What follows belongs to an exercise in optimizing a design on an open flow for small area; a production flow would make more cautious choices.
Function was checked by simulation only, so behaviour that the tests miss may differ from the original.
Power is estimated from default activity; no workload was simulated.

--- config.mk ---
export PLATFORM = sky130hd
export DESIGN_NAME = mgt_cfeb_rx
export DESIGN_NICKNAME = mgt_cfeb_rx
export VERILOG_FILES = /design/flow/design.v
export SDC_FILE = /design/flow/constraint.sdc
export NUM_CORES = 4
export LEC_CHECK = 0
export CAP_MARGIN = 20
export CORE_MARGIN = 2
export CORE_UTILIZATION = 55
export PLACE_DENSITY = 0.7
export SLEW_MARGIN = 20
--- constraint.sdc ---
create_clock -name core_clock -period 5.0 [get_ports {CLK}]
set_input_delay 1.0000 -clock core_clock [delete_from_list [all_inputs] [get_ports {CLK}]]
set_output_delay 1.0000 -clock core_clock [all_outputs]
set_load 0.01 [all_outputs]
--- design.v ---
module crc32_next (
   input  [15:0] x,
   output [31:0] m
   );
   wire s16 = x[9] ^ x[13];
   wire s17 = x[0] ^ x[6];
   wire s18 = x[4] ^ x[8];
   wire s19 = x[7] ^ x[14];
   wire s20 = x[3] ^ x[15];
   wire s21 = x[2] ^ s19;
   wire s22 = x[1] ^ x[5];
   wire s23 = x[9] ^ x[12];
   wire s24 = s18 ^ s23;
   wire s25 = x[10] ^ s21;
   wire s26 = x[1] ^ s25;
   wire s27 = x[8] ^ s20;
   wire s28 = x[11] ^ s27;
   wire s29 = x[7] ^ s28;
   wire s30 = x[2] ^ s28;
   wire s31 = x[10] ^ s17;
   wire s32 = s23 ^ s31;
   wire s33 = x[0] ^ x[14];
   wire s34 = s16 ^ s17;
   wire s35 = x[1] ^ s34;
   wire s36 = x[15] ^ s35;
   wire s37 = x[5] ^ s16;
   wire s38 = x[10] ^ s37;
   wire s39 = x[3] ^ s37;
   wire s40 = x[4] ^ x[12];
   wire s41 = x[2] ^ s40;
   wire s42 = x[11] ^ s22;
   wire s43 = x[5] ^ s41;
   wire s44 = s36 ^ s43;
   wire s45 = x[5] ^ s33;
   wire s46 = s35 ^ s45;
   wire s47 = s27 ^ s45;
   wire s48 = s25 ^ s47;
   wire s49 = x[6] ^ s18;
   wire s50 = s43 ^ s49;
   wire s51 = s21 ^ s49;
   wire s52 = s42 ^ s51;
   wire s53 = x[9] ^ s26;
   wire s54 = s27 ^ s53;
   wire s55 = x[6] ^ s39;
   wire s56 = s53 ^ s55;
   wire s57 = x[5] ^ x[7];
   wire s58 = s55 ^ s57;
   wire s59 = x[2] ^ s33;
   wire s60 = s39 ^ s59;
   wire s61 = s29 ^ s46;
   wire s62 = s20 ^ s51;
   wire s63 = x[11] ^ s62;
   wire s64 = x[12] ^ s61;
   wire s65 = s47 ^ s64;
   wire s66 = s62 ^ s64;
   wire s67 = x[10] ^ s19;
   wire s68 = s18 ^ s67;
   wire s69 = x[13] ^ s39;
   wire s70 = s28 ^ s69;
   wire s71 = x[7] ^ s42;
   wire s72 = x[4] ^ s71;
   wire s73 = s26 ^ s44;
   wire s74 = s61 ^ s73;
   wire s75 = x[3] ^ s31;
   wire s76 = x[4] ^ s75;
   wire s77 = x[15] ^ s25;
   wire s78 = x[6] ^ s77;
   wire s79 = s23 ^ s33;
   wire s80 = x[11] ^ s79;
   wire s81 = x[0] ^ s37;
   wire s82 = s24 ^ s81;
   wire s83 = s24 ^ s47;
   wire s84 = s22 ^ s83;
   wire s85 = s56 ^ s59;
   wire s86 = x[4] ^ s85;
   wire s87 = s17 ^ s40;
   wire s88 = s30 ^ s87;
   wire s89 = s21 ^ s35;
   wire s90 = x[8] ^ s89;
   wire s91 = s20 ^ s57;
   wire s92 = s24 ^ s91;
   assign m[0] = s32;
   assign m[1] = s65;
   assign m[2] = s90;
   assign m[3] = s54;
   assign m[4] = s88;
   assign m[5] = s86;
   assign m[6] = s52;
   assign m[7] = s48;
   assign m[8] = s74;
   assign m[9] = s66;
   assign m[10] = s60;
   assign m[11] = s84;
   assign m[12] = s44;
   assign m[13] = s56;
   assign m[14] = s63;
   assign m[15] = s92;
   assign m[16] = s82;
   assign m[17] = s46;
   assign m[18] = s78;
   assign m[19] = s29;
   assign m[20] = s24;
   assign m[21] = s38;
   assign m[22] = s80;
   assign m[23] = s36;
   assign m[24] = s26;
   assign m[25] = s30;
   assign m[26] = s76;
   assign m[27] = s72;
   assign m[28] = s50;
   assign m[29] = s58;
   assign m[30] = s68;
   assign m[31] = s70;
endmodule
module pkt_proc (
  input      CLK,
  input      RST,
  input      CAR_XTEND,
  input      EOP,
  input      ERR_PROP,
  input      IDLE,
  input      LEN_MAX,
  input      NOK,
  input      PRE,
  input      SOF,
  input      SOP,
  output     RXVALID,
  output     CKDONE,
  output     WFP
);
  localparam
  Wait_for_Pkt  = 3'b000,
  Preamble      = 3'b001,
  Payload       = 3'b011,
  Bad_Pkt       = 3'b010,
  CkCRC         = 3'b110,
  CkDone        = 3'b111,
  Wait_for_Idle = 3'b100;
  reg [2:0] state;
  reg [2:0] nextstate;
  reg       err;
  assign RXVALID = (state == Payload) & !EOP;
  assign CKDONE  = (state == CkDone);
  assign WFP     = (state == Wait_for_Pkt);
  always @* begin
    case (state)
      Wait_for_Pkt : if      (err)         nextstate = Wait_for_Idle;
                     else if (SOF && SOP)  nextstate = Payload;
                     else if (SOP)         nextstate = Preamble;
                     else                  nextstate = Wait_for_Pkt;
      Bad_Pkt      :                       nextstate = Wait_for_Idle;
      CkCRC        :                       nextstate = CkDone;
      Payload      : if      (err)         nextstate = Bad_Pkt;
                     else if (EOP)         nextstate = CkCRC;
                     else                  nextstate = Payload;
      Preamble     : if      (err)         nextstate = Bad_Pkt;
                     else if (SOF)         nextstate = Payload;
                     else                  nextstate = Preamble;
      default      : if      (IDLE)        nextstate = Wait_for_Pkt;
                     else                  nextstate = Wait_for_Idle;
    endcase
  end
  always @(posedge CLK or posedge RST) begin
    if (RST)
      state <= Wait_for_Pkt;
    else
      state <= nextstate;
  end
  always @(posedge CLK or posedge RST) begin
    if (RST)
      err <= 1'b0;
    else
      case (nextstate)
        Wait_for_Pkt : err <= NOK || EOP || CAR_XTEND || ERR_PROP;
        Payload      : err <= LEN_MAX;
        Preamble     : err <= !PRE && !SOF;
        default      : err <= 1'b0;
      endcase
  end
endmodule
module rx_frame_proc
  (
   input             CLK,
   input             RST,
   input [15:0]      RXDATA,
   input [1:0]       RX_IS_K,
   output reg [15:0] FRM_DATA,
   output reg        FRM_DATA_VALID,
   output            GOOD_CRC,
   output            CRC_CHK_VLD
   );
   localparam
     D5_6  = 8'hC5,
     D16_2 = 8'h50,
     K28_5 = 8'hBC,
     K23_7 = 8'hF7,      
     K27_7 = 8'hFB,      
     K29_7 = 8'hFD,      
     K30_7 = 8'hFE,      
     PRMBL = 8'h55,      
     SOF_BYTE = 8'hD5;   
   localparam
     IDLE1 = {D5_6,K28_5},
     IDLE2 = {D16_2,K28_5};
   localparam [9:0] LEN_END = 10'h288;
   reg [15:0] data_d1, data_d2, data_r;
   reg [1:0]  k_d1;
   reg        rxvaldat_d2, rxvaldat_r;
   reg [9:0]  len_lfsr;
   reg        len_ovf;
   reg        bad_crc;
   wire       rxvaldat_d1;
   wire       wfp;
   wire       len_end = (len_lfsr == LEN_END);
   wire idle      = (k_d1 == 2'b01) && ((data_d1 == IDLE1) || (data_d1 == IDLE2));
   wire car_xtend = k_d1[1] && (data_d1[15:8] == K23_7) || k_d1[0] && (data_d1[7:0] == K23_7);
   wire err_prop  = k_d1[1] && (data_d1[15:8] == K30_7) || k_d1[0] && (data_d1[7:0] == K30_7);
   wire sop       = k_d1[0] && (data_d1[7:0] == K27_7);
   wire eop       = k_d1[1] && (data_d1[15:8] == K29_7) || k_d1[0] && (data_d1[7:0] == K29_7);
   wire pre       = !rxvaldat_d2 && ((data_d1[15:8] == PRMBL) || (data_d1[7:0] == PRMBL));
   wire sof       = !rxvaldat_d2 && ((data_d1[15:8] == SOF_BYTE) || (data_d1[7:0] == SOF_BYTE));
   wire nok       = (k_d1 == 2'b00);
   wire crc_calc    = rxvaldat_d1 & rxvaldat_r;
   wire last_crc    = ~rxvaldat_d1 & rxvaldat_d2;
   wire crc_valid_r = ~rxvaldat_d1 & rxvaldat_r;
   wire crc_load    = sop | ~(crc_calc | last_crc);
   wire crc_mtch;
   assign GOOD_CRC = !bad_crc;
   always @ (posedge CLK)
     begin
        data_d1 <= RXDATA;
        k_d1 <= RX_IS_K;
        data_d2 <= data_d1;
        data_r <= data_d2;
        rxvaldat_d2 <= rxvaldat_d1;
        rxvaldat_r <= rxvaldat_d2;
        FRM_DATA_VALID <= rxvaldat_d1 & rxvaldat_r;
        FRM_DATA       <= data_r;
     end
   pkt_proc pkt_proc_i(
              .CLK(CLK),
              .RST(RST),
              .CAR_XTEND(car_xtend),
              .EOP(eop),
              .ERR_PROP(err_prop),
              .IDLE(idle),
              .LEN_MAX(len_end | len_ovf),
              .WFP(wfp),
              .NOK(nok),
              .PRE(pre),
              .SOF(sof),
              .SOP(sop),
              .RXVALID(rxvaldat_d1),
              .CKDONE(CRC_CHK_VLD)
              );
   crc32_bgb crc_gen_i(
                       .clk(CLK),
                       .d(data_r),
                       .calc(crc_calc),
                       .load(crc_load),
                       .mtch(crc_mtch)
                       );
   always @(posedge CLK)
     begin
        if (crc_valid_r)
          bad_crc <= !crc_mtch;
        else if (sop)
          bad_crc <= 1'b0;
     end
   localparam [9:0] LEN_INV = 10'b1010101010;
   reg  [9:0] len_reg;
   always @*
     len_lfsr = len_reg ^ LEN_INV;
   always @(posedge CLK)
     begin: DATA_LEN_REG
        if (!rxvaldat_d1)
          len_reg <= 10'h000 ^ LEN_INV;
        else
          len_reg <= {len_lfsr[8:0], ~(len_lfsr[9] ^ len_lfsr[6])} ^ LEN_INV;
     end
   always @(posedge CLK)
     begin
        if (wfp)
          len_ovf <= 1'b0;
        else if (len_end)
          len_ovf <= 1'b1;
     end
endmodule
module crc32_bgb (
   input        clk,
   input [15:0] d,
   input        calc,     
   input        load,     
   output       mtch      
   );
   reg  [31:0] crc_n;
   reg         init;      
   wire [31:0] crc_reg = ~crc_n;
   wire [15:0] x;
   wire [31:0] m;
   genvar j;
   generate
      for (j = 0; j < 16; j = j + 1) begin : gen_x
         assign x[j] = crc_reg[16+j] ^ d[15-j];
      end
   endgenerate
   crc32_next crc32_next_i(.x(x), .m(m));
   assign mtch = init ? (&d) : (&x);
   always @(posedge clk)
     begin
        init <= load;
        if (load)
          crc_n <= 32'h0;
        else if (calc)
          crc_n <= ~{m[31:16] ^ crc_reg[15:0], m[15:0]};
        else
          crc_n <= ~{crc_reg[15:0], m[15:0]};
     end
endmodule
module mgt_cfeb_rx
  #(
    parameter NLINK = 7
  )(
   input                   CLK,
   input                   RST,
   input                   RXREADY,        
   input  [16*NLINK-1:0]   RXDATA,         
   input  [2*NLINK-1:0]    RX_IS_K,
   input  [2*NLINK-1:0]    RXDISPERR,
   input  [2*NLINK-1:0]    RXNOTINTABLE,
   input  [NLINK-1:0]      FIFO_FULL,
   input  [NLINK-1:0]      FIFO_AFULL,
   input  [NLINK-1:0]      KILL_RXOUT,
   output [16*NLINK-1:0]   RXDATA_O,
   output [NLINK-1:0]      RXD_VALID,
   output [NLINK-1:0]      CRC_VALID,
   output [NLINK-1:0]      GOOD_CRC
   );
   wire [NLINK-1:0] rxd_valid_ch;
   wire [NLINK-1:0] crc_valid_ch;
   assign RXD_VALID = RXREADY ? (rxd_valid_ch & ~KILL_RXOUT) : {NLINK{1'b0}};
   assign CRC_VALID = RXREADY ? (crc_valid_ch & ~KILL_RXOUT) : {NLINK{1'b0}};
   genvar i;
   generate
      for (i = 0; i < NLINK; i = i + 1) begin : gen_rx_quality
         wire reset_rxd = RST | KILL_RXOUT[i];
         rx_frame_proc rx_data_check_i
           (
            .CLK(CLK),
            .RST(reset_rxd),
            .RXDATA(RXDATA[16*i +: 16]),
            .RX_IS_K(RX_IS_K[2*i +: 2]),
            .FRM_DATA(RXDATA_O[16*i +: 16]),
            .FRM_DATA_VALID(rxd_valid_ch[i]),
            .GOOD_CRC(GOOD_CRC[i]),
            .CRC_CHK_VLD(crc_valid_ch[i])
            );
      end
   endgenerate
endmodule
--- flow/run.sh ---
#!/bin/bash
# Own layout flow: the standard ORFS flow (standard.sh: the standard synthesis,
# floorplan, power grid and tap cells), with these layout choices changed:
#  * after the standard synthesis, flow/shrink.py sets combinational cells to their
#    smallest drive strength and splits 3-input XOR/XNOR cells into 2-input ones
#    (registers untouched); the layout's repair steps size cells up where needed;
#  * port buffers use the smallest buffer (buf_1) instead of buffer_ports' default
#    (clkdlybuf4s50_1): every input and output still gets its own buffer;
#  * clock tree synthesis without dummy loads, with sink clusters sized for clkbuf_8.
# Each step's output goes to a log file in this folder; ORFS also writes each
# tool's log under orfs/logs.
set -euo pipefail
R=orfs/results/sky130hd/mgt_cfeb_rx/base
LIB=$FLOW_HOME/platforms/sky130hd/lib/sky130_fd_sc_hd__tt_025C_1v80.lib
CTS_SIZE=$(cat flow/cts_size)
CTS_DIAM=$(cat flow/cts_diameter)
bash standard.sh synth > flow_synth.log 2>&1
cp $R/1_2_yosys.v flow_standard_synth.v
python3 flow/shrink.py $LIB flow_standard_synth.v $R/1_2_yosys.v > flow_shrink.log 2>&1
rm -f $R/1_synth.odb $R/1_synth.sdc
bash standard.sh \
  "BUFFER_PORTS_ARGS=-buffer_cell sky130_fd_sc_hd__buf_1" \
  "CTS_ARGS=-sink_clustering_enable -repair_clock_nets -dont_use_dummy_load -sink_clustering_size $CTS_SIZE -sink_clustering_max_diameter $CTS_DIAM -buf_list sky130_fd_sc_hd__clkbuf_8" \
  finish > flow_finish.log 2>&1
--- flow/cts_diameter ---
60
--- flow/cts_size ---
18
--- flow/shrink.py ---
#!/usr/bin/env python3
# Rewrites the standard synthesis netlist (yosys write_verilog output) before
# floorplanning, combinational cells only (registers are left exactly as they are):
#  * every combinational cell is set to its smallest drive strength (the layout's
#    repair steps size cells up again where timing, slew or load need it);
#  * each 3-input XOR/XNOR cell becomes two 2-input cells, which are smaller.
# usage: shrink.py LIBERTY NETLIST_IN NETLIST_OUT
import re, sys
lib, fin, fout = sys.argv[1:4]
libtxt = open(lib).read()
cells = set(re.findall(r'^\s*cell\s*\(\s*"?(sky130_fd_sc_hd__\w+?)"?\s*\)', libtxt, re.M))
DONT = re.compile(r'__(probe_p|probec_p|lpflow_|clkdlybuf|dlygate|dlymetal|clkbuf|clkinv|bufbuf|bufinv|conb|tap|fill|decap|diode|df|dl|ed|sd|sr|macro|ebufn|einv)')
src = open(fin).read()
inst_re = re.compile(r'^(\s*)(sky130_fd_sc_hd__(\w+?)_(\d+))\s+(\S+)\s*\((.*?)\);\s*$', re.M | re.S)
n_size = 0; n_x3 = 0; newid = [0]
extra_wires = []
def fresh():
    newid[0] += 1
    w = '_shrink_%d_' % newid[0]
    extra_wires.append(w)
    return w
def repl(m):
    global n_size, n_x3
    ind, cell, base, drive, name, body = m.groups()
    if DONT.search(cell):
        return m.group(0)
    pins = dict(re.findall(r'\.(\w+)\s*\(\s*(.*?)\s*\)\s*(?:,|$)', body.strip(), re.S))
    if base in ('xor3', 'xnor3') and set(pins) == {'A', 'B', 'C', 'X'}:
        n_x3 += 1
        w = fresh()
        a = '%ssky130_fd_sc_hd__xor2_1 %s_a (\n%s  .A(%s),\n%s  .B(%s),\n%s  .X(%s)\n%s);\n' % (
            ind, name, ind, pins['A'], ind, pins['B'], ind, w, ind)
        second = 'xor2' if base == 'xor3' else 'xnor2'
        pout = 'X' if base == 'xor3' else 'Y'
        b = '%ssky130_fd_sc_hd__%s_1 %s_b (\n%s  .A(%s),\n%s  .B(%s),\n%s  .%s(%s)\n%s);' % (
            ind, second, name, ind, w, ind, pins['C'], ind, pout, pins['X'], ind)
        return a + b
    small = 'sky130_fd_sc_hd__%s_1' % base
    if drive != '1' and small in cells:
        n_size += 1
        return m.group(0).replace(cell, small, 1)
    return m.group(0)
out = inst_re.sub(repl, src)
if extra_wires:
    # declare the new wires in the (single) top module
    decl = ''.join('  wire %s;\n' % w for w in extra_wires)
    out = re.sub(r'(\bmodule\s+\w+\s*\(.*?\);\n)', lambda m: m.group(1) + decl, out, count=1, flags=re.S)
open(fout, 'w').write(out)
print('downsized %d cells, split %d xor3/xnor3 cells' % (n_size, n_x3))
--- standard.sh ---
#!/bin/bash
# synth_recipe.tcl (not shown) runs the flow's synth.tcl, then flattens the netlist and writes it again
# the make line also repeats each setting of config.mk as NAME=value (left out here)
make -C /OpenROAD-flow-scripts/flow DESIGN_CONFIG=/design/flow/config.mk WORK_HOME=/design/flow/orfs CLKGATE_MAP_FILE= SYNTH_SCRIPT=/design/flow/synth_recipe.tcl "${@:-finish}"
==> out/qor.txt, run 1 <==
===========================================================================================
Total clock buffers created by CTS ...........................................           57
Port Buffer Count ............................................................          268
Crit-path max FO .............................................................            8
# rows .......................................................................           85
Worst setup EP type .......................................................... primary output
Largest net degree at the start of global routing ............................           35
Largest voltage drop on the vdd net ..........................................   0.000399 V
Routed via count .............................................................        19.6k
Length of routed met3 wiring .................................................      3140 µm
Setup skew after layout ......................................................    0.0837 ns
Worst Tran Pin Value .........................................................      1.02 ns
Insertion delay to the later sink of the worst-skew pair .....................      0.70 ns
Cell at the slowest stage of the critical path ...............................        buf_1
Antenna violation net count after detailed routing ...........................            0
Die H ........................................................................       236 µm
Share of post-route cells with drive strength above 1 ........................        2.46%
Number of design-rule violations left by the first detailed-router iteration .         1056
Power density over the cells .................................................   373 mW/mm²
Netlist area before placement ................................................   0.0296 mm²
Most used cells in the layout excluding fill and tap cells ................... 791 x dfxtp_1, 560 x xnor2_1, 287 x nor2_1, 268 x buf_1, 230 x xor2_1
Initial antenna violation count ..............................................           10
Synthesized net count ........................................................         2945
Slew Limit Headroom ..........................................................        32.2%
Share of the clock period used by the worst path .............................        69.8%
First-pass detailed-route iteration total ....................................            6
Worst Path Arrival ...........................................................      2.49 ns
Count of final max-slew check failures .......................................            0
Vias in the first global route ...............................................        19.4k
DR WL met2 ...................................................................     29600 µm
Drt wl/cell ..................................................................      16.9 µm
Gates resized, CTS repair ....................................................            0
Sum of overflow across all layers after global routing .......................            0
Most Frequent Cell on Critical Path ..........................................        buf_1
DR vias/cell .................................................................         5.23
Max Cap Viol .................................................................            0
Hold Crit Class .............................................................. input pin to async pin
Initial Util .................................................................        55.3%
Register name with the most flops ............................................ gen_rx_quality.rx_data_check_i.crc_gen_i.crc_n
Maximum number of buffers from clock root to sink ............................            3
Total number of H-tree levels ................................................            2
Count of buffer and inverter cells on the critical path ......................            3
Clock edge transition at the registers on the reported setup and hold paths ..      0.10 ns
Count of buffers added by post-CTS timing repair for setup ...................            0
Number of sinks handled by clock tree synthesis ..............................          826
Net total in the final layout ................................................         3228
Hold Vio Cnt, Final ..........................................................            0
Top metal layer carrying routed signals ......................................         met5
HPWL reported at the end of detailed placement ...............................     47100 µm
Syn_area_per_cell ............................................................     10.7 µm²
Horizontal die dimension .....................................................       236 µm
Most common cell after layout, fill and taps aside ...........................      dfxtp_1
Highest Clock Rate ...........................................................      287 MHz
Total leakage power ..........................................................      11.5 nW
DRC ..........................................................................            0
Synthesized netlist cell count ...............................................         2767
Cell breakdown of the critical path .......................................... buf_1, buf_4, nor4bb_1, buf_1
CP top delay family .......................................................... buffers and inverters
Worst endpoint required time .................................................      4.00 ns
Final core occ ...............................................................        60.1%
Growth of design area from synthesis to finish ...............................        8.72%
Worst Path Class, Setup ...................................................... input pin to primary output
Final wirelength .............................................................     63400 µm
Area enclosed by the die boundary ............................................   0.0558 mm²
Largest register FFs .........................................................          224
Total core area ..............................................................   0.0536 mm²
Outcome ......................................................................  no timing/DRC/antenna violations
Number of setup violations in the final report ...............................            0
Clock tree from TritonCTS ....................................................          yes
Count of pins on the block boundary ..........................................          311
Warning count from the yosys run .............................................            3
Clock root buffer master .....................................................     clkbuf_8
CTS Hold Buffers Added .......................................................            0
Crit-path max cell delay .....................................................      0.55 ns
Wire length of the first global-routing pass .................................    102000 µm
Total Routing Usage GR .......................................................        22.4%
Clock period minus final worst setup slack ...................................      3.49 ns
RSZ-0062 raised after global routing .........................................           no
M1 WL ........................................................................     29300 µm
Setup Total Neg Slack ........................................................         0 ns
Routability congestion estimate from global placement ........................        0.923
CP startpoint kind ...........................................................    input pin
===========================================================================================
-- stage by stage --
stage	setup slack (ns)	hold WS (ns)	cell area, µm²	power (mW)	cells
final	1.51	0.264	32200	12.0	3748
after global routing	1.33	0.244	32200	12.6	3748
after global placement	1.52	0.310	31400	9.22	3685
after floorplan	2.37	0.310	29600	8.80	2767
after CTS	1.44	0.210	32200	12.1	3742
after detailed placement	1.51	0.312	31400	9.24	3685
-- worst paths after layout --
check / cells after the start / slack (ns) / start / to
setup / recovery: 4 / 1.51 / RXREADY / CRC_VALID[0]
hold / removal: 2 / 0.26 / KILL_RXOUT[1] / gen_rx_quality[1].rx_data_check_i.pkt_proc_i.err$_DFF_PP0_
setup reg to reg: 7 / 1.57 / gen_rx_quality[1].rx_data_check_i.data_d1[13]$_DFF_P_ / flop
hold reg to reg: 0 / 0.29 / gen_rx_quality[0].rx_data_check_i.data_d2[11]$_DFF_P_ / gen_rx_quality[0].rx_data_check_i.data_r[11]$_DFF_P_
max in group asynchronous: 2 / 3.93 / RST / gen_rx_quality[6].rx_data_check_i.pkt_proc_i.err$_DFF_PP0_
min in group core_clock: 0 / 0.29 / gen_rx_quality[0].rx_data_check_i.data_d2[11]$_DFF_P_ / gen_rx_quality[0].rx_data_check_i.data_r[11]$_DFF_P_
-- final cells by class --
cell class | instances | area [µm²]
diodes | 4 | 10.0
repair buffers | 282 | 1130
inverters | 41 | 154
flip-flops and latches | 826 | 16700
clock buffers | 57 | 785
multi-input cells | 1842 | 12500
fillers | 4564 | 21400
well taps | 696 | 871
-- per-layer routing --
layer	track usage, %	vias to the layer above
li1	-	9724
met1	30.1	9300
met2	37.1	448
met3	4.17	106
met4	6.10	10
met5	0	-
-- report_power, final --
| part | switching (mW) | internal, mW |
|---|---|---|
| registers | 0.230 | 6.82 |
| clock network | 1.89 | 1.02 |
| logic | 1.12 | 0.952 |
==> inputs of run 2 (changes only) <==
--- a/design.v
+++ b/design.v
@@ -267,16 +267,12 @@
         else if (sop)
           bad_crc <= 1'b0;
      end
-   localparam [9:0] LEN_INV = 10'b1010101010;
-   reg  [9:0] len_reg;
-   always @*
-     len_lfsr = len_reg ^ LEN_INV;
    always @(posedge CLK)
      begin: DATA_LEN_REG
         if (!rxvaldat_d1)
-          len_reg <= 10'h000 ^ LEN_INV;
+          len_lfsr <= 10'h000;
         else
-          len_reg <= {len_lfsr[8:0], ~(len_lfsr[9] ^ len_lfsr[6])} ^ LEN_INV;
+          len_lfsr <= {len_lfsr[8:0], ~(len_lfsr[9] ^ len_lfsr[6])};
      end
    always @(posedge CLK)
      begin
--- a/flow/run.sh
+++ b/flow/run.sh
@@ -6,7 +6,8 @@
 #    (registers untouched); the layout's repair steps size cells up where needed;
 #  * port buffers use the smallest buffer (buf_1) instead of buffer_ports' default
 #    (clkdlybuf4s50_1): every input and output still gets its own buffer;
-#  * clock tree synthesis without dummy loads, with sink clusters sized for clkbuf_8.
+#  * clock tree synthesis without dummy loads, with the sink cluster size, cluster
+#    diameter and clock buffer given in flow/cts_size, flow/cts_diameter, flow/cts_buf.
 # Each step's output goes to a log file in this folder; ORFS also writes each
 # tool's log under orfs/logs.
 set -euo pipefail
@@ -14,11 +15,12 @@
 LIB=$FLOW_HOME/platforms/sky130hd/lib/sky130_fd_sc_hd__tt_025C_1v80.lib
 CTS_SIZE=$(cat flow/cts_size)
 CTS_DIAM=$(cat flow/cts_diameter)
+CTS_BUF=$(cat flow/cts_buf)
 bash standard.sh synth > flow_synth.log 2>&1
 cp $R/1_2_yosys.v flow_standard_synth.v
 python3 flow/shrink.py $LIB flow_standard_synth.v $R/1_2_yosys.v > flow_shrink.log 2>&1
 rm -f $R/1_synth.odb $R/1_synth.sdc
 bash standard.sh \
   "BUFFER_PORTS_ARGS=-buffer_cell sky130_fd_sc_hd__buf_1" \
-  "CTS_ARGS=-sink_clustering_enable -repair_clock_nets -dont_use_dummy_load -sink_clustering_size $CTS_SIZE -sink_clustering_max_diameter $CTS_DIAM -buf_list sky130_fd_sc_hd__clkbuf_8" \
+  "CTS_ARGS=-sink_clustering_enable -repair_clock_nets -dont_use_dummy_load -sink_clustering_size $CTS_SIZE -sink_clustering_max_diameter $CTS_DIAM -buf_list $CTS_BUF" \
   finish > flow_finish.log 2>&1
==> flow/cts_buf (new file) <==
sky130_fd_sc_hd__clkbuf_16
==> flow/cts_size (replaced) <==
30
==> run 2 against run 1 <==
  * Design area grew 2.2%
  * Register-to-register slack gained 0.10 ns
  * Flip-flop and latch count is the same
  * Global-route usage shrank 0.55 points
  * Clock skew shrank 0.016 ns
  * Sequential share of layout area shrank 1.1 points
  * Die area grew 0.87%
  * Worst hold slack gained 0.019 ns
  * Critical path depth is the same
  * Sequential power is essentially flat
  * Synthesized cell count grew 0.11%
  * Largest cell class unchanged
  * Highest routed layer is now met4
==> out/qor.txt, run 2 <==
===========================================================================================
Outcome ......................................................................  no timing/DRC/antenna violations
HPWL reported at the end of detailed placement ...............................     46000 µm   -2.4%
First-pass detailed-route iteration total ....................................            5   -1
Insertion delay to the later sink of the worst-skew pair .....................      0.60 ns   -0.10 ns
Antenna violation net count after detailed routing ...........................            0   unchanged
Hold Vio Cnt, Final ..........................................................            0   unchanged
Clock edge transition at the registers on the reported setup and hold paths ..      0.10 ns   about the same
Total clock buffers created by CTS ...........................................           49   -14%
Highest Clock Rate ...........................................................      297 MHz   +3.7%
Count of final max-slew check failures .......................................            0   unchanged
Synthesized net count ........................................................         2948   +0.10%
Max Cap Viol .................................................................            0   unchanged
Final wirelength .............................................................     62000 µm   -2.3%
Vias in the first global route ...............................................        19.2k   -0.92%
Worst Path Class, Setup ...................................................... input pin to primary output
Port Buffer Count ............................................................          268   unchanged
Horizontal die dimension .....................................................       237 µm   +0.43%
Growth of design area from synthesis to finish ...............................        10.2%
Routed via count .............................................................        19.3k   -1.6%
Clock period minus final worst setup slack ...................................      3.37 ns   -0.124 ns
Routability congestion estimate from global placement ........................        0.928   +0.51%
Total Routing Usage GR .......................................................        21.8%   -0.55 points
DRC ..........................................................................            0   unchanged
Largest register FFs .........................................................          224   unchanged
Setup skew after layout ......................................................    0.0678 ns   -0.0159 ns
Wire length of the first global-routing pass .................................     99500 µm   -2.2%
Worst setup EP type .......................................................... primary output
Maximum number of buffers from clock root to sink ............................            3   unchanged
Cell at the slowest stage of the critical path ...............................        buf_1
Die H ........................................................................       237 µm   +0.43%
Number of design-rule violations left by the first detailed-router iteration .         1009   -4.5%
Setup Total Neg Slack ........................................................         0 ns   unchanged
Total number of H-tree levels ................................................            2   unchanged
Clock tree from TritonCTS ....................................................          yes
Count of pins on the block boundary ..........................................          311   unchanged
CTS Hold Buffers Added .......................................................            0   unchanged
Worst Path Arrival ...........................................................      2.37 ns   -0.12 ns
Area of placed instances .....................................................   0.0317 mm²   +0.90%
Crit-path max cell delay .....................................................      0.44 ns   -0.11 ns
Power density over the cells .................................................   387 mW/mm²   +3.8%
Initial antenna violation count ..............................................            1   -9
Clock root buffer master .....................................................    clkbuf_16
Count of buffers added by post-CTS timing repair for setup ...................            0   unchanged
Worst Tran Pin Value .........................................................      1.13 ns   +0.109 ns
Largest net degree at the start of global routing ............................           34   -2.9%
Number of setup violations in the final report ...............................            0   unchanged
CP startpoint kind ...........................................................    input pin
Total leakage power ..........................................................      11.9 nW   +3.7%
Largest voltage drop on the vdd net ..........................................   0.000379 V   -4.9%
Worst endpoint required time .................................................      4.00 ns   about the same
Netlist area before placement ................................................   0.0299 mm²   +0.88%
Number of cells after detailed placement .....................................         3689   +0.11%
Drt wl/cell ..................................................................      16.6 µm   -2.1%
Number of diodes added for antenna fixing ....................................            0   -4
Net total in the final layout ................................................         3223   -0.15%
Final design instance area without fill ......................................   0.0329 mm²   +2.2%
Initial Util .................................................................        55.6%   +0.27 points
Most common cell after layout, fill and taps aside ...........................      dfxtp_1
Cell breakdown of the critical path .......................................... buf_1, buf_4, nor4bb_1, buf_1
Most Frequent Cell on Critical Path ..........................................        buf_1
Synthesized netlist cell count ...............................................         2770   +0.11%
Number of sinks handled by clock tree synthesis ..............................          826   unchanged
Area enclosed by the die boundary ............................................   0.0563 mm²   +0.87%
Register name with the most flops ............................................ gen_rx_quality.rx_data_check_i.crc_gen_i.crc_n
Slew Limit Headroom ..........................................................        24.9%   -7.3 points
Hold Crit Class .............................................................. flop to flop
Sum of overflow across all layers after global routing .......................            0   unchanged
Crit-path max FO .............................................................            7   -1
Final standard cell count with taps included and fillers excluded ............         3739   -0.24%
DR vias/cell .................................................................         5.15   -1.4%
Power consumption ............................................................      12.8 mW   +6.1%
# rows .......................................................................           85   unchanged
Syn_area_per_cell ............................................................     10.8 µm²   +0.77%
Gates resized, CTS repair ....................................................            0   unchanged
Total core area ..............................................................   0.0538 mm²   +0.40%
Warning count from the yosys run .............................................            3   unchanged
RSZ-0062 raised after global routing .........................................           no
Share of post-route cells with drive strength above 1 ........................        2.33%   -0.13 points
Most used cells in the layout excluding fill and tap cells ................... 791 x dfxtp_1, 558 x xnor2_1, 306 x nor2_1, 275 x xor2_1, 268 x buf_1
Share of the clock period used by the worst path .............................        67.3%   -2.5 points
===========================================================================================
run 2: worst paths after layout:
check / end / from / slack (ns) / depth (start not counted)
min reg2reg: gen_rx_quality[6].rx_data_check_i.data_r[5]$_DFF_P_ / gen_rx_quality[6].rx_data_check_i.data_d2[5]$_DFF_P_ / 0.28 / 0
max: CRC_VALID[2] / RXREADY / 1.63 / 4
max reg2reg: flop / gen_rx_quality[0].rx_data_check_i.data_d1[10]$_DFF_P_ / 1.67 / 8
min in group asynchronous: async pin / KILL_RXOUT[0] / 0.37 / 2
min: gen_rx_quality[6].rx_data_check_i.data_r[5]$_DFF_P_ / gen_rx_quality[6].rx_data_check_i.data_d2[5]$_DFF_P_ / 0.28 / 0
max in group asynchronous: async pin / RST / 3.78 / 2
run 2: through the flow:
stage	hold slack, ns	utilization, %	worst slack [ns]
finish	0.283	61.2	1.63
global route	0.291	61.2	1.33
CTS	0.286	61.2	1.56
detailed placement	0.312	58.9	1.56
global placement	0.310	58.9	1.53
floorplan	0.310	-	2.37
run 2: per-layer routing:
metal	GRT usage, %	share of wire [%]
met4	6.71	2.8
met2	36.0	46
met1	29.8	47
met5	0	0
met3	3.05	4.0
run 2: power by group:
part / switching (mW) / total, mW / internal (mW)
registers: 0.226 / 7.04 / 6.82
logic: 1.07 / 2.00 / 0.927
clock network: 1.97 / 3.71 / 1.73
total: 3.27 / 12.8 / 9.48
run 2: area by class of cell:
type,instances,area [µm²]
Clock buffer,49,1230
Fill cell,4459,20900
Inverter,47,176
Multi-Input combinational cell,1837,12800
Sequential cell,826,16700
Tap cell,696,871
Timing Repair Buffer,284,1150
run 2: critical path, delay by kind of cell:
kind	cells	cell delay, ns
buffers and inverters	3	0.93
and+or+nand+nor	1	0.43
==> inputs of run 3 (changes only) <==
--- a/design.v
+++ b/design.v
@@ -267,12 +267,16 @@
         else if (sop)
           bad_crc <= 1'b0;
      end
+   localparam [9:0] LEN_INV = 10'b1010101010;
+   reg  [9:0] len_reg;
+   always @*
+     len_lfsr = len_reg ^ LEN_INV;
    always @(posedge CLK)
      begin: DATA_LEN_REG
         if (!rxvaldat_d1)
-          len_lfsr <= 10'h000;
+          len_reg <= 10'h000 ^ LEN_INV;
         else
-          len_lfsr <= {len_lfsr[8:0], ~(len_lfsr[9] ^ len_lfsr[6])};
+          len_reg <= {len_lfsr[8:0], ~(len_lfsr[9] ^ len_lfsr[6])} ^ LEN_INV;
      end
    always @(posedge CLK)
      begin
==> flow/run.sh (replaced) <==
#!/bin/bash
# Own layout flow: the standard ORFS flow (standard.sh: the standard synthesis,
# floorplan, power grid and tap cells), with these layout choices changed:
#  * after the standard synthesis, flow/resyn.sh maps its combinational logic again
#    with an area-oriented ABC script (flow/resyn.abc); every register and other
#    sequential cell stays the same instance, with the same name and cell type;
#  * flow/shrink.py then sets combinational cells to their smallest drive strength
#    and splits 3-input XOR/XNOR cells into 2-input ones (registers untouched); the
#    layout's repair steps size cells up again where timing, slew or load need it;
#  * port buffers use the smallest buffer (buf_1) instead of buffer_ports' default
#    (clkdlybuf4s50_1): every input and output still gets its own buffer;
#  * clock tree synthesis without dummy loads, with the sink cluster size, cluster
#    diameter and clock buffer given in flow/cts_size, flow/cts_diameter, flow/cts_buf.
# Each step's output goes to a log file in this folder (flow_*.log); ORFS also
# writes each tool's log under orfs/logs.
set -euo pipefail
R=orfs/results/sky130hd/mgt_cfeb_rx/base
LIB=$FLOW_HOME/platforms/sky130hd/lib/sky130_fd_sc_hd__tt_025C_1v80.lib
CTS_SIZE=$(cat flow/cts_size)
CTS_DIAM=$(cat flow/cts_diameter)
CTS_BUF=$(cat flow/cts_buf)
bash standard.sh synth > flow_synth.log 2>&1
cp $R/1_2_yosys.v flow_standard_synth.v
bash flow/resyn.sh flow_standard_synth.v flow_resyn.v flow_resyn.log
python3 flow/shrink.py $LIB flow_resyn.v $R/1_2_yosys.v > flow_shrink.log 2>&1
rm -f $R/1_synth.odb $R/1_synth.sdc
bash standard.sh \
  "BUFFER_PORTS_ARGS=-buffer_cell sky130_fd_sc_hd__buf_1" \
  "CTS_ARGS=-sink_clustering_enable -repair_clock_nets -dont_use_dummy_load -sink_clustering_size $CTS_SIZE -sink_clustering_max_diameter $CTS_DIAM -buf_list $CTS_BUF" \
  finish > flow_finish.log 2>&1
==> flow/cts_buf (replaced) <==
sky130_fd_sc_hd__clkbuf_8
==> flow/cts_size (replaced) <==
18
==> flow/resyn.abc (new file) <==
&get -n
&st
&dch
&nf -a
&st
&dch
&nf -a
&put
==> flow/resyn.sh (new file) <==
#!/bin/bash
# resyn.sh IN_NETLIST OUT_NETLIST LOG : re-maps the combinational logic of the
# standard synthesis netlist with an area-oriented ABC script (flow/resyn.abc).
# Registers (and every other sequential cell) are kept as the very same instances.
set -euo pipefail
IN=$1; OUT=$2; LOG=$3
LIB=$FLOW_HOME/platforms/sky130hd/lib/sky130_fd_sc_hd__tt_025C_1v80.lib
YOSYS=$(command -v yosys || echo "$FLOW_HOME/../tools/install/yosys/bin/yosys")
SLOG=orfs/logs/sky130hd/mgt_cfeb_rx/base/1_2_yosys.log
# the don't-use cells the standard synthesis gave ABC
DONT=$(grep -m1 -o "abc -script.*" $SLOG | tr ' ' '\n' | awk 'p{print "-dont_use " $0; p=0} /^-dont_use$/{p=1}' | tr '\n' ' ')
cat > flow_resyn.ys <<EOS
read_liberty -ignore_miss_func $LIB
read_verilog $IN
hierarchy -top $FLOW_TOP
setattr -mod -set keep_hierarchy 1 sky130_fd_sc_hd__df* sky130_fd_sc_hd__edf* sky130_fd_sc_hd__sdf* sky130_fd_sc_hd__dl* sky130_fd_sc_hd__sr*
flatten
opt_clean
select $FLOW_TOP
abc -liberty $LIB $DONT -script $PWD/flow/resyn.abc
setundef -zero
splitnets
opt_clean -purge
hilomap -singleton -hicell sky130_fd_sc_hd__conb_1 HI -locell sky130_fd_sc_hd__conb_1 LO
insbuf -buf sky130_fd_sc_hd__buf_4 A X
rename -enumerate
opt_clean -purge
check
stat
write_verilog -noattr -noexpr -nohex -nodec -selected $OUT
EOS
$YOSYS -s flow_resyn.ys > $LOG 2>&1
==> run 3 against run 2 <==
  * Still clean
  * Flip-flop and latch count unchanged
  * Area after synthesis fell by 3.2%
  * First-iteration DRC count is 55% higher
  * Combinational power fell by 15%
  * Count of clock-buffer cells in the layout is 8 higher
  * Design area is 3.8% lower
  * Global-route usage is 1.4 points higher
  * Clock skew is 0.010 ns lower
  * Synthesized cell count down 2.0%
  * Critical path type unchanged
  * Critical endpoint is now RXD_VALID[0]
  * Highest routed layer unchanged
==> out/qor.txt, run 3 <==
===========================================================================================
Syn_area_per_cell ............................................................     10.7 µm²   -1.2%
Setup slack of the worst register-to-register path ...........................      1.44 ns   -0.23 ns
Netlist area before placement ................................................   0.0290 mm²   -3.2%
Worst Tran Pin Value .........................................................      1.03 ns   -0.0966 ns
Synthesized net count ........................................................         2893   -1.9%
Worst setup EP type .......................................................... primary output
Total Routing Usage GR .......................................................        23.2%   +1.4 points
Routed via count .............................................................        20.1k   +4.1%
Source of the worst register-to-register timing path ......................... gen_rx_quality[1].rx_data_check_i.data_d1[1]$_DFF_P_
CTS Hold Buffers Added .......................................................            0   unchanged
Setup Total Neg Slack ........................................................         0 ns   unchanged
Power density over the cells .................................................   368 mW/mm²   -5.0%
Share of post-route cells with drive strength above 1 ........................        2.23%   -0.10 points
Cell breakdown of the critical path .......................................... buf_1, clkinv_1, buf_4, nor3b_1, buf_1
Number of cells after detailed placement .....................................         3680   -0.24%
Worst endpoint required time .................................................      4.00 ns   about the same
Final wirelength .............................................................     64200 µm   +3.6%
RSZ-0062 raised after global routing .........................................           no
Worst Reg2Reg Path Length in Cells ...........................................            9   +1
Endpoint of the worst setup timing path ...................................... RXD_VALID[0]
Crit-path max cell delay .....................................................      0.62 ns   +0.18 ns
First-pass detailed-route iteration total ....................................            5   unchanged
Count of buffer and inverter cells on the critical path ......................            4   +1
Largest register FFs .........................................................          224   unchanged
Count of pins on the block boundary ..........................................          311   unchanged
Highest Clock Rate ...........................................................      268 MHz   -9.9%
Hold Vio Cnt, Final ..........................................................            0   unchanged
Total core area ..............................................................   0.0523 mm²   -2.7%
# rows .......................................................................           84   -1.2%
Cell at the slowest stage of the critical path ...............................     clkinv_1
Largest net degree at the start of global routing ............................           34   unchanged
Total leakage power ..........................................................      11.8 nW   -1.2%
Maximum number of buffers from clock root to sink ............................            3   unchanged
Gates resized, CTS repair ....................................................            0   unchanged
# fillers ....................................................................         4459   unchanged
Drt wl/cell ..................................................................      17.2 µm   +3.6%
Clock edge transition at the registers on the reported setup and hold paths ..      0.10 ns   about the same
Sum of overflow across all layers after global routing .......................            0   unchanged
Final standard cell count with taps included and fillers excluded ............         3738   -0.027%
Area of placed instances .....................................................   0.0309 mm²   -2.5%
Clock period minus final worst setup slack ...................................      3.74 ns   +0.371 ns
Largest voltage drop on the vdd net ..........................................   0.000311 V   -18%
Total clock buffers created by CTS ...........................................           57   +16%
Antenna violation net count after detailed routing ...........................            0   unchanged
Worst Path Arrival ...........................................................      2.74 ns   +0.37 ns
Wire length of the first global-routing pass .................................    102000 µm   +2.1%
Initial Util .................................................................        55.3%   -0.24 points
Horizontal die dimension .....................................................       233 µm   -1.6%
Total number of H-tree levels ................................................            2   unchanged
Crit-path max FO .............................................................           11   +4
Worst Path Class, Setup ...................................................... input pin to primary output
Count of buffers added by post-CTS timing repair for setup ...................            0   unchanged
Area enclosed by the die boundary ............................................   0.0545 mm²   -3.1%
Clock tree from TritonCTS ....................................................          yes
Outcome ......................................................................  no timing/DRC/antenna violations
Most common cell after layout, fill and taps aside ...........................      dfxtp_1
Critical Path Stages .........................................................            5   +1
Setup skew after layout ......................................................    0.0576 ns   -0.0102 ns
Count of final max-slew check failures .......................................            0   unchanged
Port Buffer Count ............................................................          268   unchanged
HPWL reported at the end of detailed placement ...............................     47900 µm   +4.1%
Most Frequent Cell on Critical Path ..........................................        buf_1
Register name with the most flops ............................................ gen_rx_quality.rx_data_check_i.crc_gen_i.crc_n
Number of diodes added for antenna fixing ....................................            0   unchanged
Die H ........................................................................       233 µm   -1.6%
Most used cells in the layout excluding fill and tap cells ................... 791 x dfxtp_1, 357 x xnor2_1, 283 x xor2_1, 268 x buf_1, 233 x nor2_1
DRC ..........................................................................            0   unchanged
Routability congestion estimate from global placement ........................        0.947   +2.1%
Growth of design area from synthesis to finish ...............................        9.49%
Max Cap Viol .................................................................            0   unchanged
Number of sinks handled by clock tree synthesis ..............................          826   unchanged
Insertion delay to the later sink of the worst-skew pair .....................      0.69 ns   +0.09 ns
Synthesized netlist cell count ...............................................         2715   -2.0%
CP top delay family .......................................................... buffers and inverters
Warning count from the yosys run .............................................            3   unchanged
Worst Hold Slack .............................................................     0.307 ns   +0.0232 ns
Start point of the critical path .............................................      RXREADY
Vias in the first global route ...............................................        19.6k   +2.0%
DR vias/cell .................................................................         5.37   +4.1%
Final design instance area without fill ......................................   0.0317 mm²   -3.8%
Slew Limit Headroom ..........................................................        30.9%   +6.0 points
Net total in the final layout ................................................         3230   +0.22%
Number of design-rule violations left by the first detailed-router iteration .         1565   +55%
Initial antenna violation count ..............................................            0   -1
Clock root buffer master .....................................................     clkbuf_8
Number of setup violations in the final report ...............................            0   unchanged
CP startpoint kind ...........................................................    input pin
Share of the clock period used by the worst path .............................        74.7%   +7.4 points
Hold Crit Class .............................................................. input pin to async pin
===========================================================================================
## run 3: metal layers
metal / track usage [%] / part of all wire [%] / vias to the layer above
met1: 32.1 / 46 / 9479
met4: 8.64 / 3.1 / 0
met3: 3.25 / 4.9 / 113
met2: 37.2 / 46 / 526
met5: 0 / 0 / -
li1: - / - / 9937
## run 3: worst min-delay path by stage
stage,start,endpoint,cells past startpoint
2_1_floorplan,gen_rx_quality[0].rx_data_check_i.data_d2[0]$_DFF_P_,gen_rx_quality[0].rx_data_check_i.data_r[0]$_DFF_P_,0
3_3_place_gp,gen_rx_quality[1].rx_data_check_i.data_d2[8]$_DFF_P_,gen_rx_quality[1].rx_data_check_i.data_r[8]$_DFF_P_,0
3_5_place_dp,gen_rx_quality[3].rx_data_check_i.data_d2[7]$_DFF_P_,gen_rx_quality[3].rx_data_check_i.data_r[7]$_DFF_P_,0
4_1_cts,KILL_RXOUT[0],gen_rx_quality[0].rx_data_check_i.pkt_proc_i.err$_DFF_PP0_,2
5_1_grt,KILL_RXOUT[6],async pin,2
6_report,KILL_RXOUT[0],async pin,2
## run 3: power breakdown
| group | switching, mW | internal [mW] |
|---|---|---|
| Combinational | 1.01 | 0.690 |
| Sequential | 0.220 | 6.83 |
| Clock | 1.90 | 1.02 |
## run 3: cell type report
cell class	count	area, µm²	share of cell area [%]
clock buffer	57	785	2.47
inverter	51	191	0.604
multi-input combinational	1838	12000	38.0
sequential	826	16700	52.8
tap	688	861	2.72
timing repair buffer	278	1090	3.43
## run 3: stage by stage
| stage | util, % | power, mW | setup WS (ns) |
|---|---|---|---|
| after floorplan | - | 8.46 | 1.68 |
| after global placement | 59.0 | 8.84 | 1.26 |
| after detailed placement | 59.0 | 8.87 | 1.24 |
| after CTS | 60.5 | 11.8 | 1.24 |
| after global routing | 60.6 | 12.2 | 1.15 |
| final | 60.6 | 11.7 | 1.26 |
## run 3: worst register-to-register path: cells and delay by family, from the launching register on
kind | cells | cell delay [ns]
flops | 1 | 0.43
simple gates | 5 | 1.81
buf+inv | 3 | 0.95
compound gates | 1 | 0.27
==> inputs of run 4 (changes only) <==
--- a/design.v
+++ b/design.v
@@ -166,10 +166,7 @@
     else
       state <= nextstate;
   end
-  always @(posedge CLK or posedge RST) begin
-    if (RST)
-      err <= 1'b0;
-    else
+  always @(posedge CLK) begin
       case (nextstate)
         Wait_for_Pkt : err <= NOK || EOP || CAR_XTEND || ERR_PROP;
         Payload      : err <= LEN_MAX;
--- a/flow/run.sh
+++ b/flow/run.sh
@@ -2,7 +2,8 @@
 # Own layout flow: the standard ORFS flow (standard.sh: the standard synthesis,
 # floorplan, power grid and tap cells), with these layout choices changed:
 #  * after the standard synthesis, flow/resyn.sh maps its combinational logic again
-#    with an area-oriented ABC script (flow/resyn.abc); every register and other
+#    with an area-oriented ABC script (flow/resyn.abc, cells from flow/dontuse.py
+#    excluded); every register and other
 #    sequential cell stays the same instance, with the same name and cell type;
 #  * flow/shrink.py then sets combinational cells to their smallest drive strength
 #    and splits 3-input XOR/XNOR cells into 2-input ones (registers untouched); the
==> flow/cts_buf (replaced) <==
sky130_fd_sc_hd__clkbuf_4
==> flow/cts_diameter (replaced) <==
40
==> flow/cts_size (replaced) <==
10
==> flow/dontuse.py (new file) <==
#!/usr/bin/env python3
# Prints -dont_use options for resyn.sh: every combinational cell that has a
# smaller-drive (_1) variant of the same function, and the 3-input XOR/XNOR cells,
# so that ABC maps with the cells shrink.py leaves in place.
import re, sys
lib = open(sys.argv[1]).read()
cells = set(re.findall(r'^\s*cell\s*\(\s*"?(sky130_fd_sc_hd__\w+?)"?\s*\)', lib, re.M))
out = []
for c in sorted(cells):
    m = re.match(r'(sky130_fd_sc_hd__\w+?)_(\d+)$', c)
    if not m:
        continue
    base, dr = m.groups()
    if re.search(r'__(df|edf|sdf|dl|sr|clk|lpflow|probe|conb|tap|fill|decap|diode)', c):
        continue
    if base.endswith('xor3') or base.endswith('xnor3') or (dr != '1' and base + '_1' in cells):
        out.append(c)
print(' '.join('-dont_use ' + c for c in out))
==> flow/resyn.abc (replaced) <==
&get -n
&st
&dch -f
&nf -a -F 10 -A 10
&st
&dch -f
&nf -a -F 10 -A 10
&put
--- a/flow/resyn.sh
+++ b/flow/resyn.sh
@@ -1,6 +1,7 @@
 #!/bin/bash
 # resyn.sh IN_NETLIST OUT_NETLIST LOG : re-maps the combinational logic of the
-# standard synthesis netlist with an area-oriented ABC script (flow/resyn.abc).
+# standard synthesis netlist with an area-oriented ABC script (flow/resyn.abc),
+# with only the smallest drive strength of each cell and no 3-input XOR/XNOR.
 # Registers (and every other sequential cell) are kept as the very same instances.
 set -euo pipefail
 IN=$1; OUT=$2; LOG=$3
@@ -9,6 +10,8 @@
 SLOG=orfs/logs/sky130hd/mgt_cfeb_rx/base/1_2_yosys.log
 # the don't-use cells the standard synthesis gave ABC
 DONT=$(grep -m1 -o "abc -script.*" $SLOG | tr ' ' '\n' | awk 'p{print "-dont_use " $0; p=0} /^-dont_use$/{p=1}' | tr '\n' ' ')
+# and the cells shrink.py would replace anyway
+DONT="$DONT $(python3 flow/dontuse.py $LIB)"
 cat > flow_resyn.ys <<EOS
 read_liberty -ignore_miss_func $LIB
 read_verilog $IN
==> run 4 against run 3 <==
  * Total power about the same
  * Still clean
  * Sequential power about the same
  * Non-clock buffer count increased by 3
  * Largest cell class unchanged
  * Design area decreased by 2.1%
  * Critical path type is now flop to flop
  * Via count decreased by 1.6%
==> out/qor.txt, run 4 <==
===========================================================================================
Cell breakdown of the critical path .......................................... nand4_1, or4_1, o211ai_1, or3b_1, clkinv_1, nand2_1, clkinv_1, a21oi_1, nor2_1, buf_4, clkinv_1, buf_4, nor2_1
Die H ........................................................................       231 µm   -1.1%
Worst Tran Pin Value .........................................................      1.22 ns   +0.189 ns
Crit-path max FO .............................................................           19   +8
CP startpoint kind ...........................................................         flop
Psw ..........................................................................      3.16 mW   +0.92%
Antenna violation net count after detailed routing ...........................            0   unchanged
Drt wl/cell ..................................................................      16.9 µm   -1.9%
Port Buffer Count ............................................................          268   unchanged
Clock edge transition at the registers on the reported setup and hold paths ..      0.09 ns   about the same
Max Cap Viol .................................................................            0   unchanged
Register name with the most flops ............................................ gen_rx_quality.rx_data_check_i.crc_gen_i.crc_n
Most common cell after layout, fill and taps aside ...........................      dfxtp_1
Setup Total Neg Slack ........................................................         0 ns   unchanged
Worst setup EP type ..........................................................         flop
Number of setup violations in the final report ...............................            0   unchanged
Most Frequent Cell on Critical Path ..........................................     clkinv_1
Cell at the slowest stage of the critical path ...............................        or4_1
RSZ-0062 raised after global routing .........................................           no
Share of post-route cells with drive strength above 1 ........................        3.88%   +1.6 points
First-pass detailed-route iteration total ....................................            5   unchanged
Power Internal ...............................................................      8.50 mW   -0.40%
Final design instance area without fill ......................................   0.0311 mm²   -2.1%
Highest Clock Rate ...........................................................      261 MHz   -2.5%
Hold Crit Class .............................................................. input pin to async pin
Initial antenna violation count ..............................................            2   +2
Count of pins on the block boundary ..........................................          311   unchanged
Final standard cell count with taps included and fillers excluded ............         3698   -1.1%
Vias in the first global route ...............................................        19.5k   -0.40%
Number of design-rule violations left by the first detailed-router iteration .         1102   -30%
Insertion delay to the later sink of the worst-skew pair .....................      0.91 ns   +0.22 ns
Slew Limit Headroom ..........................................................        18.8%   -12 points
Total Routing Usage GR .......................................................        23.2%   -0.026 points
Synthesized netlist cell count ...............................................         2629   -3.2%
Sum of overflow across all layers after global routing .......................            0   unchanged
Number of sinks handled by clock tree synthesis ..............................          826   unchanged
Worst Hold Slack .............................................................     0.114 ns   -0.193 ns
Worst Reg2Reg Path Length in Cells ...........................................           13   +4
Critical Path Stages .........................................................           13   +8
Final core occ ...............................................................        60.8%   +0.20 points
Net total in the final layout ................................................         3197   -1.0%
Clock tree from TritonCTS ....................................................          yes
Largest net degree at the start of global routing ............................           28   -18%
Wire length of the first global-routing pass .................................     99900 µm   -1.7%
Share of the clock period used by the worst path .............................        76.6%   +1.9 points
DR vias/cell .................................................................         5.34   -0.49%
Count of buffer and inverter cells on the critical path ......................            5   +1
Power consumption ............................................................      11.7 mW   about the same
Number of cells after detailed placement .....................................         3587   -2.5%
Outcome ......................................................................  no timing/DRC/antenna violations
Routed via count .............................................................        19.7k   -1.6%
Syn_area_per_cell ............................................................     10.8 µm²   +0.87%
Part of the power in the clock network .......................................        25.3%   +0.3 points
Switching power share of the total ...........................................        27.1%   +0.26 points
Worst Path Arrival ...........................................................      4.49 ns   +1.75 ns
Horizontal die dimension .....................................................       231 µm   -1.1%
Total clock buffers created by CTS ...........................................          107   +88%
Largest voltage drop on the vdd net ..........................................   0.000268 V   -14%
CP top delay family .......................................................... simple AND/OR/NAND/NOR gates
Source of the worst register-to-register timing path ......................... gen_rx_quality[6].rx_data_check_i.data_d1[10]$_DFF_P_
Area enclosed by the die boundary ............................................   0.0533 mm²   -2.3%
Setup slack at placement .....................................................      1.29 ns   +0.0520 ns
Total core area ..............................................................   0.0511 mm²   -2.4%
# rows .......................................................................           83   -1.2%
Routability congestion estimate from global placement ........................        0.933   -1.5%
Crit-path max cell delay .....................................................      0.54 ns   -0.08 ns
Most used cells in the layout excluding fill and tap cells ................... 798 x dfxtp_1, 377 x xnor2_1, 268 x buf_1, 244 x nor2_1, 238 x xor2_1
Area of placed instances .....................................................   0.0302 mm²   -2.2%
Synthesized net count ........................................................         2807   -3.0%
Sequential fraction of design power ..........................................        60.4%   about the same
Setup slack of the worst register-to-register path ...........................      1.17 ns   -0.27 ns
Maximum number of buffers from clock root to sink ............................            3   unchanged
Netlist area before placement ................................................   0.0283 mm²   -2.3%
Worst Path Class, Setup ...................................................... flop to flop
Initial Util .................................................................        55.4%   about the same
Clock root buffer master .....................................................     clkbuf_4
Final wirelength .............................................................     62300 µm   -2.9%
Worst endpoint required time .................................................      5.66 ns   +1.66 ns
Count of final max-slew check failures .......................................            0   unchanged
Growth of design area from synthesis to finish ...............................        9.79%
DRC ..........................................................................            0   unchanged
Final Worst Setup Slack ......................................................      1.17 ns   -0.0939 ns
HPWL reported at the end of detailed placement ...............................     45400 µm   -5.2%
Warning count from the yosys run .............................................            3   unchanged
Total number of H-tree levels ................................................            3   +1
Clock period minus final worst setup slack ...................................      3.83 ns   +0.0939 ns
Gates resized, CTS repair ....................................................            0   unchanged
Hold Vio Cnt, Final ..........................................................            0   unchanged
Setup skew after layout ......................................................     0.136 ns   +0.0787 ns
Total leakage power ..........................................................      11.4 nW   -2.8%
Combinational share of power .................................................        14.4%   -0.2 points
Largest register FFs .........................................................          224   unchanged
Power density over the cells .................................................   375 mW/mm²   +2.0%
===========================================================================================
## run 4: cell count changes in the layout (fill, tap and decap cells not counted), sizes merged, moves of 12 or more
cell	delta
clkbuf	+50
nor2b	-18
nor3	-27
nor4	-12
o21ai	+32
o21bai	-25
xnor2	+20
xor2	-45
## run 4: repair_timing
action | 4_1_cts | 5_1_grt
hold endpoints to repair | 6 | 0
hold buffers | 3 | 0
endpoints found under the setup margin | 0 | 0
buffers inserted | 0 | 0
## run 4: layer usage
metal	track usage [%]	share of wire [%]	wire length, µm
met5	0	0	0
met4	8.65	2.5	1560
met3	3.78	5.7	3580
met2	37.2	46	28400
met1	31.6	46	28800
## run 4: final cells by class
cell class	instances	area (µm²)
diodes	1	2.50
clock buffers	107	803
fillers	4353	20000
inverters	48	180
multi-input cells	1755	11400
flip-flops and latches	826	16700
well taps	680	851
repair buffers	281	1110
## run 4: power by group through the flow
stage / Clock, mW / Sequential, mW / Combinational (mW)
2_1_floorplan: 0 / 7.13 / 1.31
3_3_place_gp: 0 / 7.18 / 1.63
3_5_place_dp: 0 / 7.19 / 1.65
4_1_cts: 3.06 / 7.04 / 1.67
5_1_grt: 3.33 / 7.07 / 1.84
6_report: 2.95 / 7.04 / 1.67
## run 4: worst max-delay path by stage
| stage | start | to |
|---|---|---|
| 2_1_floorplan | gen_rx_quality[3].rx_data_check_i.data_d1[15]$_DFF_P_ | gen_rx_quality[3].rx_data_check_i.crc_gen_i.init$_DFF_P_ |
| 3_3_place_gp | gen_rx_quality[6].rx_data_check_i.data_d1[10]$_DFF_P_ | flop |
| 3_5_place_dp | gen_rx_quality[6].rx_data_check_i.data_d1[10]$_DFF_P_ | flop |
| 4_1_cts | gen_rx_quality[6].rx_data_check_i.data_d1[10]$_DFF_P_ | flop |
| 5_1_grt | gen_rx_quality[6].rx_data_check_i.data_d1[15]$_DFF_P_ | flop |
| 6_report | gen_rx_quality[6].rx_data_check_i.data_d1[10]$_DFF_P_ | flop |
## run 4: worst reg2reg max path, delay by kind of cell, from the launching register on
family,cells,cell delay (ns)
and+or+nand+nor,6,1.58
AOI/OAI and AO/OA,2,0.39
buffers and inverters,5,1.25
DFF,1,0.41
==> inputs of run 5 (changes only) <==
==> flow/cts_buf (replaced) <==
sky130_fd_sc_hd__clkbuf_8
==> flow/cts_diameter (replaced) <==
60
==> flow/cts_size (replaced) <==
18
==> run 5 against run 4 <==
  * Still clean on timing, DRC and antenna
  * Register-to-register slack got worse by 0.02 ns
  * Via count decreased by 1.6%
  * Combinational power about the same
  * Cell count decreased by 1.5%
  * Highest routed layer unchanged
  * Critical path type unchanged
  * Sequential power about the same
  * Clock power decreased by 1%
  * Design area decreased by 0.20%
==> out/qor.txt, run 5 <==
===========================================================================================
DRC ..........................................................................            0   unchanged
First-pass detailed-route iteration total ....................................            5   unchanged
Routed via count .............................................................        19.4k   -1.6%
Clock edge transition at the registers on the reported setup and hold paths ..      0.10 ns   about the same
Netlist area before placement ................................................   0.0283 mm²   unchanged
Share of post-route cells with drive strength above 1 ........................        2.23%   -1.7 points
Warning count from the yosys run .............................................            3   unchanged
Worst setup EP type ..........................................................         flop
Area enclosed by the die boundary ............................................   0.0533 mm²   unchanged
Clock tree from TritonCTS ....................................................          yes
Final wirelength .............................................................     61800 µm   -0.80%
CP startpoint kind ...........................................................         flop
Sum of overflow across all layers after global routing .......................            0   unchanged
Highest Clock Rate ...........................................................      260 MHz   -0.57%
Cell breakdown of the critical path .......................................... nand4_1, or4_1, o211ai_1, or3b_1, clkinv_1, nand2_1, clkinv_1, a21oi_1, nor2_1, buf_4, clkinv_1, buf_4, nor3_1
Final standard cell count with taps included and fillers excluded ............         3644   -1.5%
Wire length of the first global-routing pass .................................     98700 µm   -1.2%
Drt wl/cell ..................................................................      17.0 µm   +0.67%
Maximum number of buffers from clock root to sink ............................            3   unchanged
# rows .......................................................................           83   unchanged
Power consumption ............................................................      11.6 mW   -0.36%
Initial antenna violation count ..............................................            2   unchanged
Clock root buffer master .....................................................     clkbuf_8
Number of cells after detailed placement .....................................         3587   unchanged
Crit-path max FO .............................................................           19   unchanged
Max Cap Viol .................................................................            0   unchanged
Horizontal die dimension .....................................................       231 µm   unchanged
Port Buffer Count ............................................................          268   unchanged
Worst Tran Pin Value .........................................................      1.17 ns   -0.0485 ns
Number of design-rule violations left by the first detailed-router iteration .         1171   +6.3%
Number of setup violations in the final report ...............................            0   unchanged
Power density over the cells .................................................   375 mW/mm²   -0.16%
Insertion delay to the later sink of the worst-skew pair .....................      0.71 ns   -0.20 ns
Share of the clock period used by the worst path .............................        77.1%   +0.44 points
Antenna violation net count after detailed routing ...........................            0   unchanged
RSZ-0062 raised after global routing .........................................           no
Most Frequent Cell on Critical Path ..........................................     clkinv_1
Crit-path max cell delay .....................................................      0.54 ns   about the same
Total core area ..............................................................   0.0511 mm²   unchanged
Hold Vio Cnt, Final ..........................................................            0   unchanged
Hold Crit Class .............................................................. input pin to async pin
Gates resized, CTS repair ....................................................            0   unchanged
Number of sinks handled by clock tree synthesis ..............................          826   unchanged
Slew Limit Headroom ..........................................................        22.0%   +3.2 points
Total clock buffers created by CTS ...........................................           56   -48%
Register name with the most flops ............................................ gen_rx_quality.rx_data_check_i.crc_gen_i.crc_n
Growth of design area from synthesis to finish ...............................        9.56%
Net total in the final layout ................................................         3143   -1.7%
Clock period minus final worst setup slack ...................................      3.85 ns   +0.0220 ns
Total Routing Usage GR .......................................................        22.8%   -0.39 points
Outcome ......................................................................  no timing/DRC/antenna violations
Setup skew after layout ......................................................    0.0935 ns   -0.0429 ns
Largest register FFs .........................................................          224   unchanged
Routability congestion estimate from global placement ........................        0.933   unchanged
HPWL reported at the end of detailed placement ...............................     45400 µm   unchanged
Worst Path Class, Setup ...................................................... flop to flop
Initial Util .................................................................        55.4%   unchanged
Syn_area_per_cell ............................................................     10.8 µm²   unchanged
Count of buffers added by post-CTS timing repair for setup ...................            0   unchanged
Die H ........................................................................       231 µm   unchanged
Largest net degree at the start of global routing ............................           28   unchanged
Largest voltage drop on the vdd net ..........................................   0.000272 V   +1.3%
Total number of H-tree levels ................................................            2   -1
Most common cell after layout, fill and taps aside ...........................      dfxtp_1
Synthesized netlist cell count ...............................................         2629   unchanged
Worst endpoint required time .................................................      5.50 ns   -0.16 ns
DR vias/cell .................................................................         5.33   -0.17%
CTS Hold Buffers Added .......................................................            0   -3
Vias in the first global route ...............................................        19.0k   -2.7%
Count of pins on the block boundary ..........................................          311   unchanged
Most used cells in the layout excluding fill and tap cells ................... 798 x dfxtp_1, 377 x xnor2_1, 268 x buf_1, 244 x nor2_1, 238 x xor2_1
Worst Path Arrival ...........................................................      4.36 ns   -0.13 ns
Synthesized net count ........................................................         2807   unchanged
Cell at the slowest stage of the critical path ...............................        or4_1
Count of final max-slew check failures .......................................            0   unchanged
Setup Total Neg Slack ........................................................         0 ns   unchanged
Total leakage power ..........................................................      11.3 nW   -0.89%
===========================================================================================
==> run 5: changes by cell type in the layout (fill, tap and decap cells not counted), sizes merged <==
cell / delta
clkbuf: -51
dlygate4sd3: -3
==> run 5: where the power goes <==
| group | switching [mW] | total [mW] | internal (mW) | leakage [nW] |
|---|---|---|---|---|
| Combinational | 0.975 | 1.67 | 0.697 | 4.00 |
| Sequential | 0.216 | 7.04 | 6.82 | 6.94 |
| Clock | 1.90 | 2.91 | 1.00 | 0.403 |
| Total | 3.09 | 11.6 | 8.52 | 11.3 |
==> run 5: per-stage QoR <==
step	utilization, %	worst slack [ns]	hold slack [ns]	cell area (µm²)
floorplan	-	1.84	0.310	28300
global route	60.7	0.854	0.205	31000
finish	60.7	1.15	0.234	31000
global placement	59.1	1.35	0.310	30200
detailed placement	59.1	1.29	0.312	30200
CTS	60.6	1.18	0.178	31000
==> run 5: final cells by class <==
type	instances	area (µm²)
well taps	680	851
multi-input cells	1755	11400
diodes	1	2.50
clock buffers	56	771
inverters	48	180
fillers	4360	20100
flip-flops and latches	826	16700
repair buffers	278	1080
==> run 5: critical path: cells and delay by family, from the launching register on <==
| family | cells | cell delay (ns) |
|---|---|---|
| simple gates | 6 | 1.60 |
| buf+inv | 5 | 1.24 |
| flops | 1 | 0.40 |
| compound gates | 2 | 0.39 |
==> run 5: final timing paths <==
kind | startpoint | endpoint | slack (ns) | cells past startpoint
worst max-delay path | gen_rx_quality[6].rx_data_check_i.data_d1[15]$_DFF_P_ | flop | 1.15 | 13
worst min-delay path | KILL_RXOUT[4] | async pin | 0.23 | 2
worst max register to register | gen_rx_quality[6].rx_data_check_i.data_d1[15]$_DFF_P_ | flop | 1.15 | 13
worst min register to register | gen_rx_quality[3].rx_data_check_i.data_d2[3]$_DFF_P_ | gen_rx_quality[3].rx_data_check_i.data_r[3]$_DFF_P_ | 0.27 | 0
max in group asynchronous | RST | async pin | 3.88 | 2
min in group core_clock | gen_rx_quality[3].rx_data_check_i.data_d2[3]$_DFF_P_ | gen_rx_quality[3].rx_data_check_i.data_r[3]$_DFF_P_ | 0.27 | 0
==> run 5: metal layers <==
metal | track usage (%) | part of all wire [%] | up-vias
li1 | - | - | 9628
met1 | 32.0 | 47 | 9148
met2 | 36.8 | 46 | 557
met3 | 2.82 | 5.1 | 90
met4 | 7.30 | 2.5 | 0
met5 | 0 | 0 | -

-- port drivers added, routing unchanged --
No port has a modelled driver above. Below, the same layouts with a new extraction and two added sets of constraints. Step 1: set_driving_cell puts a clkbuf_16 on CLK and a buf_2 on each other input, an assumption about the parent block. Step 2 times the ports against the registers' clock, not the clock port: input delays grow and output delays shrink by t, the midpoint of the rising clock arrivals with the driver on. Three values: ideal, step 1, step 2; two values: the first two.
run | t (ns) | setup slack, ns | latest minus earliest clock arrival (ns) | worst slew at a driven data input, ns
run 1 | 0.720 | 1.510 / 1.483 / 1.483 | 0.086 / 0.086 | 0.11
run 2 | 0.638 | 1.634 / 1.603 / 1.603 | 0.082 / 0.082 | 0.06
run 3 | 0.720 | 1.263 / 1.239 / 1.239 | 0.058 / 0.059 | 0.07
run 4 | 0.895 | 1.169 / 1.169 / 1.169 | 0.140 / 0.140 | 0.05
run 5 | 0.715 | 1.147 / 1.147 / 1.147 | 0.093 / 0.093 | 0.05
After both steps every run listed still meets setup and hold. For run 2, which loses most, drivers alone change the setup slack by -0.031 ns; drivers and shift together by -0.031 ns.
